This design comes from an exercise in tuning for small area on the open sky130 flow, not from production work.
In this exercise RTL edits were held to simulation tests only and were not proved equivalent to the original.
Power figures rest on the tool's default switching activity, not on a simulated workload.

==> v24: inputs <==
Design A7_vga_top, start of the top module:
module A7_vga_top(
  input  wire        ClkPort,
  input  wire        rst,             
  input  wire        BtnL, BtnR, BtnU, BtnD, BtnC,
  input  wire        SW0,             
  input  wire        SW1,
  output wire        hSync, vSync,
  output wire [3:0]  vgaR, vgaG, vgaB,
  output wire [7:0]  Anodes,
  output wire [6:0]  Segs,
  output wire        QuadSpiFlashCS
);
  wire [15:0] cnt;
  wire [5:0]  hblk;
  wire [3:0]  vcell;
  wire [5:0]  vpix;
  wire        bright;
  display_controller dc(
    .clk(ClkPort), .rst(rst), .cnt(cnt), .hblk(hblk), .vcell(vcell), .vpix(vpix),
    .hSync(hSync), .vSync(vSync), .bright(bright)
  );
  wire [3:0] cur_row, cur_col, nxt_row, nxt_col;
  wire       moving;
  wire       sample_tick = (cnt[9:0] == 10'd3);
  wire       ssd_sel = cnt[15] ^ ((cnt[14:2] == 13'd0) && (cnt[1:0] != 2'd3));
  cursor_controller cursor_control(
    .clk(ClkPort), .rst(rst), .sample_tick(sample_tick),
    .btn_l(BtnL), .btn_r(BtnR), .btn_u(BtnU), .btn_d(BtnD),
    .col(cur_col), .row(cur_row), .mv_col(nxt_col), .mv_row(nxt_row), .moving(moving)
  );
  wire [3:0] gcol = hblk[5:2];
  wire [5:0] gx = {hblk[1:0], cnt[5:2]};       
  wire       in_grid = bright && (hblk != 6'd40) && (vcell != 4'd10);
  wire       on_line = in_grid && ((gx == 6'd0) || (vpix == 6'd0));
  wire       in_sprite = (gcol == cur_col) && (vcell == cur_row);
  wire [3:0] shade;
  reg  [3:0] shade_q;
  sprite_rom rom(.dy(vpix), .dx(gx), .shade(shade));
  always @(posedge ClkPort)
    if (rst) shade_q <= 4'd0;
    else     shade_q <= in_sprite ? shade : 4'd0;
  wire [1:0] status;
  wire [3:0] turns_left;
  wire [2:0] ships_remaining;
  game_state gs(
    .clk(ClkPort), .rst(rst), .reset(SW0), .btn_c(BtnC),
    .sample_tick(sample_tick),
    .sprite_row(cur_row), .sprite_col(cur_col),
    .mv_row(nxt_row), .mv_col(nxt_col), .moving(moving),
    .free(!in_grid || on_line), .show_answer(SW1),
    .disp_row(vcell), .disp_col(gcol), .disp_status(status),
    .turns_left(turns_left), .ships_remaining(ships_remaining)
  );
  wire [11:0] rgb_pix;
  renderer rdr(
  ...
clock: 11.0 ns
lec_check: 0
abc_area: 1
cap_margin: 20
core_margin: 2
core_utilization: 65
slew_margin: 20
synth_memory_max_bits: 65536
standard.sh (not shown) runs the stock make flow with config.mk's settings and CLKGATE_MAP_FILE= SYNTH_SCRIPT=/design/flow/synth_recipe.tcl, a recipe that flattens the netlist after the stock synthesis.
==> flow/flow/run.sh <==
#!/bin/bash
# Own flow: the standard synthesis; then the netlist's combinational
# logic re-synthesised for area by ABC with several scripts, NUM_CORES at a
# time (registers, their cells and names untouched), keeping the smallest;
# then the standard layout from that netlist, with buf_1 port buffers,
# clkbuf_8 clock buffers and no CTS dummy loads.
set -euo pipefail
W=$PWD
R=$W/orfs/results/$FLOW_PLATFORM/A7_vga_top/base
export YOSYS=$FLOW_HOME/../tools/install/yosys/bin/yosys
LIB=$FLOW_HOME/platforms/$FLOW_PLATFORM/lib/sky130_fd_sc_hd__tt_025C_1v80.lib
bash standard.sh "$R/1_2_yosys.v" > synth.log 2>&1
cp "$R/1_2_yosys.v" std_synth.v
python3 flow/mkcomb.py "$LIB" comb.v dont_use.txt > mkcomb.log 2>&1
printf 'set_driving_cell sky130_fd_sc_hd__buf_1\nset_load 5\n' > abc.constr
export REOPT_LIB="$LIB" REOPT_COMB=comb.v REOPT_IN=std_synth.v REOPT_TOP="$FLOW_TOP" \
  REOPT_DONT_USE=dont_use.txt REOPT_CONSTR=abc.constr
ls flow/abc/*.abc | xargs -P "${NUM_CORES:-8}" -n 1 bash flow/reopt_one.sh
best=""; best_area=""
for s in flow/abc/*.abc; do
  n=$(basename "$s" .abc)
  a=$(grep -h "Chip area" "reopt_stat_$n.txt" 2>/dev/null | awk '{print $NF}' | tail -1)
  echo "$n ${a:-failed}" >> reopt_choice.txt
  if [[ -n "$a" && -s "reopt_$n.v" ]] && { [[ -z "$best" ]] || awk -v a="$a" -v b="$best_area" 'BEGIN{exit !(a < b)}'; }; then
    best=$n; best_area=$a
  fi
done
echo "chosen $best $best_area" >> reopt_choice.txt
cp "reopt_$best.v" "$R/1_2_yosys.v"
export BUFFER_PORTS_ARGS="-buffer_cell sky130_fd_sc_hd__buf_1"
export CTS_ARGS="-sink_clustering_enable -repair_clock_nets -dont_use_dummy_load -buf_list sky130_fd_sc_hd__clkbuf_8"
bash standard.sh > layout.log 2>&1
==> flow/flow/abc/s10.abc <==
strash
&get -n
&deepsyn -T 300 -S 10
&dch -f
&nf -p -a -R 1000 -F 8 -A 8 -C 32
&put
==> flow/flow/abc/s11.abc <==
strash
&get -n
&deepsyn -T 300 -S 11
&dch -f
&nf -p -a -R 1000 -F 8 -A 8 -C 32
&put
==> flow/flow/abc/s12.abc <==
strash
&get -n
&deepsyn -T 300 -S 12
&dch -f
&nf -p -a -R 1000 -F 8 -A 8 -C 32
&put
==> flow/flow/abc/s13.abc <==
strash
&get -n
&deepsyn -T 300 -S 13
&dch -f
&nf -p -a -R 1000 -F 8 -A 8 -C 32
&put
==> flow/flow/abc/s14.abc <==
strash
&get -n
&deepsyn -T 300 -S 14
&dch -f
&nf -p -a -R 1000 -F 8 -A 8 -C 32
&put
==> flow/flow/abc/s15.abc <==
strash
&get -n
&deepsyn -T 300 -S 15
&dch -f
&nf -p -a -R 1000 -F 8 -A 8 -C 32
&put
==> flow/flow/abc/s16.abc <==
strash
&get -n
&deepsyn -T 300 -S 16
&dch -f
&nf -p -a -R 1000 -F 8 -A 8 -C 32
&put
==> flow/flow/abc/s9.abc <==
strash
&get -n
&deepsyn -T 300 -S 9
&dch -f
&nf -p -a -R 1000 -F 8 -A 8 -C 32
&put
==> flow/flow/reopt.tcl <==
# Re-synthesise the combinational logic of the standard synthesis's netlist
# with a stronger ABC script. Registers (and their names) are kept as they are.
yosys -import
set lib $::env(REOPT_LIB)
read_liberty -lib $lib
read_verilog -overwrite $::env(REOPT_COMB)
read_verilog $::env(REOPT_IN)
hierarchy -top $::env(REOPT_TOP)
flatten
techmap
yosys rename -hide w:*
opt -fast -purge
read_liberty -lib -overwrite $lib
set dont_use {}
foreach c [split [string trim [read [open $::env(REOPT_DONT_USE)]]]] { lappend dont_use -dont_use $c }
abc -script $::env(REOPT_SCRIPT) -liberty $lib {*}$dont_use -constr $::env(REOPT_CONSTR)
opt_clean -purge
hilomap -singleton -hicell sky130_fd_sc_hd__conb_1 HI -locell sky130_fd_sc_hd__conb_1 LO
insbuf -buf sky130_fd_sc_hd__buf_1 A X
splitnets
opt_clean -purge
check -assert -mapped
tee -o $::env(REOPT_STAT) stat -liberty $lib
write_verilog -noattr -nohex -nodec $::env(REOPT_OUT)
==> flow/flow/reopt_one.sh <==
#!/bin/bash
# reopt_one.sh SCRIPT: one re-synthesis of std_synth.v with an ABC script
n=$(basename "$1" .abc)
REOPT_OUT="reopt_$n.v" REOPT_SCRIPT="$1" REOPT_STAT="reopt_stat_$n.txt" \
  "$YOSYS" -c flow/reopt.tcl > "reopt_$n.log" 2>&1
Other scripts of this flow, unchanged in this note and not shown: flow/flow/abc/s1.abc, flow/flow/abc/s2.abc, flow/flow/abc/s3.abc, flow/flow/abc/s4.abc, flow/flow/abc/s5.abc, flow/flow/abc/s6.abc, flow/flow/abc/s7.abc, flow/flow/abc/s8.abc, flow/flow/mkcomb.py
==> inputs of v14, as changes to v24 <==
--- a/flow/design.v
+++ b/flow/design.v
@@ -50,17 +50,16 @@
   input  wire       sample_tick,
   input  wire       btn_l,
   input  wire       btn_r,
   input  wire       btn_u,
   input  wire       btn_d,
   output reg  [3:0] col,
   output reg  [3:0] row,
-  output wire [3:0] mv_col,      
-  output wire [3:0] mv_row,
-  output wire       moving       
+  output wire [3:0] next_col,    
+  output wire [3:0] next_row
 );
   reg       l_h, r_h, u_h, d_h;
   reg [2:0] l_y, r_y, u_y, d_y;
   function [2:0] y_next;
     input h; input [2:0] y;
     reg h1, h2, deb;
     begin
@@ -82,22 +81,20 @@
       d_y <= y_next(d_h, d_y);
     end
   end
   wire l_edge = l_y[2] & l_y[0];
   wire r_edge = r_y[2] & r_y[0];
   wire u_edge = u_y[2] & u_y[0];
   wire d_edge = d_y[2] & d_y[0];
-  assign mv_col = (l_edge && col != 4'd0) ? col - 4'd1 :
+  wire [3:0] mv_col = (l_edge && col != 4'd0) ? col - 4'd1 :
                       (r_edge && col != 4'd9) ? col + 4'd1 : col;
-  assign mv_row = (u_edge && row != 4'd0) ? row - 4'd1 :
+  wire [3:0] mv_row = (u_edge && row != 4'd0) ? row - 4'd1 :
                       (d_edge && row != 4'd9) ? row + 4'd1 : row;
-  assign moving = (l_edge && col != 4'd0) || (r_edge && col != 4'd9) ||
-                  (u_edge && row != 4'd0) || (d_edge && row != 4'd9);
-  wire [3:0] next_col = rst ? 4'd0 : sample_tick ? mv_col : col;
-  wire [3:0] next_row = rst ? 4'd0 : sample_tick ? mv_row : row;
+  assign next_col = rst ? 4'd0 : sample_tick ? mv_col : col;
+  assign next_row = rst ? 4'd0 : sample_tick ? mv_row : row;
   always @(posedge clk) begin
     col <= next_col;
     row <= next_row;
   end
 endmodule
 `timescale 1ns / 1ps
 module sprite_rom(
@@ -741,31 +738,29 @@
   input  wire       clk,
   input  wire       rst,           
   input  wire       reset,         
   input  wire       btn_c,         
   input  wire       sample_tick,   
   input  wire [3:0] sprite_row,    
   input  wire [3:0] sprite_col,    
-  input  wire [3:0] mv_row,        
-  input  wire [3:0] mv_col,
-  input  wire       moving,        
-  input  wire       free,          
+  input  wire [3:0] next_row,      
+  input  wire [3:0] next_col,
   input  wire       show_answer,   
   input  wire [3:0] disp_row,      
   input  wire [3:0] disp_col,
   output wire [1:0] disp_status,   
   output reg  [3:0] turns_left,
   output wire [2:0] ships_remaining
 );
   reg  [99:0] bombed;
   reg  [4:0]  sunk;
   reg  [2:0]  pat;             
   reg  [2:0]  patternIndex;
   reg         reset_d, btnc_d;
-  reg         cur_bombed, next_bombed;
+  reg         cur_bombed, beam_bombed;
   wire [4:0]  allhit;
   wire        clr = rst | reset;
   always @(posedge clk)
     if (rst) reset_d <= 1'b0;
     else     reset_d <= reset;
   wire reset_rise = reset && !reset_d;
   always @(posedge clk)
@@ -774,16 +769,16 @@
     else if (reset_rise)
       patternIndex <= (patternIndex == 3'd4) ? 3'd0 : patternIndex + 3'd1;
   always @(posedge clk)
     if (rst) btnc_d <= 1'b0;
     else     btnc_d <= btn_c;
   wire bomb_edge = btn_c && !btnc_d;
   wire all_sunk = &sunk;
-  wire [3:0] rd_row = free ? mv_row : disp_row;
-  wire [3:0] rd_col = free ? mv_col : disp_col;
+  wire [3:0] rd_row = sample_tick ? next_row : disp_row;
+  wire [3:0] rd_col = sample_tick ? next_col : disp_col;
   wire [9:0] rrs, rcs, wrs, wcs;
   genvar gi;
   generate for (gi = 0; gi < 10; gi = gi + 1) begin : dec
     assign rrs[gi] = (gi < 8) ? (rd_row == gi) : (rd_row[3] && rd_row[0] == gi % 2);
     assign rcs[gi] = (gi < 8) ? (rd_col == gi) : (rd_col[3] && rd_col[0] == gi % 2);
     assign wrs[gi] = (gi < 8) ? (sprite_row == gi) : (sprite_row[3] && sprite_row[0] == gi % 2);
     assign wcs[gi] = (gi < 8) ? (sprite_col == gi) : (sprite_col[3] && sprite_col[0] == gi % 2);
@@ -792,23 +787,24 @@
   generate for (gi = 0; gi < 10; gi = gi + 1) begin : rd
     assign rowbits[gi] = |(bombed[gi*10 +: 10] & rcs);
   end endgenerate
   wire rd_bit = |(rowbits & rrs);
   wire cur_ship;
   ship_present cur_sp(.p(pat), .r(sprite_row), .c(sprite_col), .present(cur_ship));
   wire fire = bomb_edge && (turns_left != 4'd0) && !all_sunk && !cur_bombed;
-  wire next_now = free ? rd_bit : next_bombed;    
+  wire cur_stays = (next_row == sprite_row) && (next_col == sprite_col);
+  wire cur_on_beam = (disp_row == sprite_row) && (disp_col == sprite_col);
   always @(posedge clk) begin
     if (clr) begin
       cur_bombed  <= 1'b0;
-      next_bombed <= 1'b0;
+      beam_bombed <= 1'b0;
     end else begin
-      if (sample_tick && moving) cur_bombed <= next_now;
-      else                       cur_bombed <= cur_bombed | fire;
-      next_bombed <= next_now;
+      if (sample_tick) cur_bombed <= rd_bit | (fire & cur_stays);
+      else             cur_bombed <= cur_bombed | fire;
+      beam_bombed <= rd_bit | (fire & cur_on_beam);
     end
   end
   generate for (gi = 0; gi < 100; gi = gi + 1) begin : bcell
     always @(posedge clk)
       bombed[gi] <= !clr && (bombed[gi] || (fire && wrs[gi / 10] && wcs[gi % 10]));
   end endgenerate
   always @(posedge clk)
@@ -849,15 +845,15 @@
       || (pat == 3'd2 && bombed[90] && bombed[91] && bombed[92])
       || (pat == 3'd3 && bombed[0] && bombed[10] && bombed[20])
       || (pat == 3'd4 && bombed[20] && bombed[21] && bombed[22]);
   assign ships_remaining = 3'd5 - (sunk[0] + sunk[1] + sunk[2] + sunk[3] + sunk[4]);
   wire [4:0] d_vec;
   ship_vec d_sv(.p(pat), .r(disp_row), .c(disp_col), .vec(d_vec));
   wire d_ship = |d_vec;
-  wire d_bombed = rd_bit;
+  wire d_bombed = sample_tick ? beam_bombed : rd_bit;
   wire d_sunk = |(d_vec & sunk);
   assign disp_status =
       (show_answer && !all_sunk && d_ship) ? 2'b11 :
       !d_bombed ? 2'b00 :
       !d_ship   ? 2'b01 :
       d_sunk    ? 2'b11 : 2'b10;
 endmodule
@@ -1330,21 +1326,20 @@
   wire [5:0]  vpix;
   wire        bright;
   display_controller dc(
     .clk(ClkPort), .rst(rst), .cnt(cnt), .hblk(hblk), .vcell(vcell), .vpix(vpix),
     .hSync(hSync), .vSync(vSync), .bright(bright)
   );
   wire [3:0] cur_row, cur_col, nxt_row, nxt_col;
-  wire       moving;
   wire       sample_tick = (cnt[9:0] == 10'd3);
   wire       ssd_sel = cnt[15] ^ ((cnt[14:2] == 13'd0) && (cnt[1:0] != 2'd3));
   cursor_controller cursor_control(
     .clk(ClkPort), .rst(rst), .sample_tick(sample_tick),
     .btn_l(BtnL), .btn_r(BtnR), .btn_u(BtnU), .btn_d(BtnD),
-    .col(cur_col), .row(cur_row), .mv_col(nxt_col), .mv_row(nxt_row), .moving(moving)
+    .col(cur_col), .row(cur_row), .next_col(nxt_col), .next_row(nxt_row)
   );
   wire [3:0] gcol = hblk[5:2];
   wire [5:0] gx = {hblk[1:0], cnt[5:2]};       
   wire       in_grid = bright && (hblk != 6'd40) && (vcell != 4'd10);
   wire       on_line = in_grid && ((gx == 6'd0) || (vpix == 6'd0));
   wire       in_sprite = (gcol == cur_col) && (vcell == cur_row);
   wire [3:0] shade;
@@ -1356,16 +1351,15 @@
   wire [1:0] status;
   wire [3:0] turns_left;
   wire [2:0] ships_remaining;
   game_state gs(
     .clk(ClkPort), .rst(rst), .reset(SW0), .btn_c(BtnC),
     .sample_tick(sample_tick),
     .sprite_row(cur_row), .sprite_col(cur_col),
-    .mv_row(nxt_row), .mv_col(nxt_col), .moving(moving),
-    .free(!in_grid || on_line), .show_answer(SW1),
+    .next_row(nxt_row), .next_col(nxt_col), .show_answer(SW1),
     .disp_row(vcell), .disp_col(gcol), .disp_status(status),
     .turns_left(turns_left), .ships_remaining(ships_remaining)
   );
   wire [11:0] rgb_pix;
   renderer rdr(
     .bright(bright), .in_grid(in_grid), .on_line(on_line),
     .in_sprite(in_sprite), .sprite_shade(shade_q), .status(status),
==> flow/flow/run.sh (replaced) <==
#!/bin/bash
# Own flow: the standard synthesis; then the netlist's combinational
# logic re-synthesised for area by ABC with several scripts in parallel
# (registers, their cells and names untouched), keeping the smallest; then
# the standard layout from that netlist, with buf_1 port buffers,
# clkbuf_8 clock buffers and no CTS dummy loads.
set -euo pipefail
W=$PWD
R=$W/orfs/results/$FLOW_PLATFORM/A7_vga_top/base
YOSYS=$FLOW_HOME/../tools/install/yosys/bin/yosys
LIB=$FLOW_HOME/platforms/$FLOW_PLATFORM/lib/sky130_fd_sc_hd__tt_025C_1v80.lib
bash standard.sh "$R/1_2_yosys.v" > synth.log 2>&1
cp "$R/1_2_yosys.v" std_synth.v
python3 flow/mkcomb.py "$LIB" comb.v dont_use.txt > mkcomb.log 2>&1
printf 'set_driving_cell sky130_fd_sc_hd__buf_1\nset_load 5\n' > abc.constr
for s in flow/abc/*.abc; do
  n=$(basename "$s" .abc)
  REOPT_LIB="$LIB" REOPT_COMB=comb.v REOPT_IN=std_synth.v REOPT_OUT="reopt_$n.v" REOPT_TOP="$FLOW_TOP" \
  REOPT_DONT_USE=dont_use.txt REOPT_SCRIPT="$s" REOPT_CONSTR=abc.constr REOPT_STAT="reopt_stat_$n.txt" \
    "$YOSYS" -c flow/reopt.tcl > "reopt_$n.log" 2>&1 &
done
wait
best=""; best_area=""
for s in flow/abc/*.abc; do
  n=$(basename "$s" .abc)
  a=$(grep -h "Chip area" "reopt_stat_$n.txt" 2>/dev/null | awk '{print $NF}' | tail -1)
  echo "$n ${a:-failed}" >> reopt_choice.txt
  if [[ -n "$a" && -s "reopt_$n.v" ]] && { [[ -z "$best" ]] || awk -v a="$a" -v b="$best_area" 'BEGIN{exit !(a < b)}'; }; then
    best=$n; best_area=$a
  fi
done
echo "chosen $best $best_area" >> reopt_choice.txt
cp "reopt_$best.v" "$R/1_2_yosys.v"
export BUFFER_PORTS_ARGS="-buffer_cell sky130_fd_sc_hd__buf_1"
export CTS_ARGS="-sink_clustering_enable -repair_clock_nets -dont_use_dummy_load -buf_list sky130_fd_sc_hd__clkbuf_8"
bash standard.sh > layout.log 2>&1
removed: flow/flow/abc/s10.abc
removed: flow/flow/abc/s11.abc
removed: flow/flow/abc/s12.abc
removed: flow/flow/abc/s13.abc
removed: flow/flow/abc/s14.abc
removed: flow/flow/abc/s15.abc
removed: flow/flow/abc/s16.abc
removed: flow/flow/abc/s9.abc
removed: flow/flow/reopt_one.sh
==> notes <==
v24 went through all stages and came out clean. v14 completed with no timing, DRC or antenna violations.
Of v24 and v14, v14 has the higher combinational power (gap 30%, measured against v14).
Synthesized area is about the same in v14 and v24.
Of v14 and v24, v24 has the higher clock skew (gap 3.6 ps).
In flip-flop and latch count, v24 and v14 do not differ.
Against v24, the register-to-register slack of v14 is higher by 330 ps.
Of v14 and v24, v24 has the higher core utilization (gap 0.25 points).
Between v24 and v14, the lower final cell count is in v14 (gap about 1.2%, measured against v14).
Of v14 and v24, v24 has the higher synthesized cell count (gap 1.3%, measured against v24).
Between v14 and v24, the lower non-clock buffer count is in v14 (gap 1).

## afterwards: timing with drivers on the ports
No port has a modelled driver above. Below, the same layouts with a new extraction and two added sets of constraints. Step 1 (the two cells are an assumption about what drives the block):
set clk [get_ports {ClkPort}]
set_driving_cell -lib_cell sky130_fd_sc_hd__clkbuf_16 $clk
set_driving_cell -lib_cell sky130_fd_sc_hd__buf_2 [delete_from_list [all_inputs] $clk]
Step 2 times the ports against the registers' clock, not the clock port: input delays grow and output delays shrink by t, the midpoint of the rising clock arrivals with the driver on. Slacks: ideal / step 1 / step 2; pairs: ideal / step 1.
| run | shift t [ns] | setup WS [ns] | hold slack, ns | worst setup path after step 2 | latest minus earliest clock arrival (ns) |
|---|---|---|---|---|---|
| v24 | 0.500 | 2.740 / 2.701 / 3.201 | 0.485 / 0.485 / 0.485 | register to output | 0.046 / 0.046 |
| v14 | 0.500 | 2.614 / 2.593 / 2.593 | 0.449 / 0.449 / 0.449 | input to output | 0.041 / 0.040 |
After both steps setup and hold are still met in every run listed. For v14, which loses most, drivers alone change the setup slack by -0.021 ns; drivers and shift together by -0.021 ns.
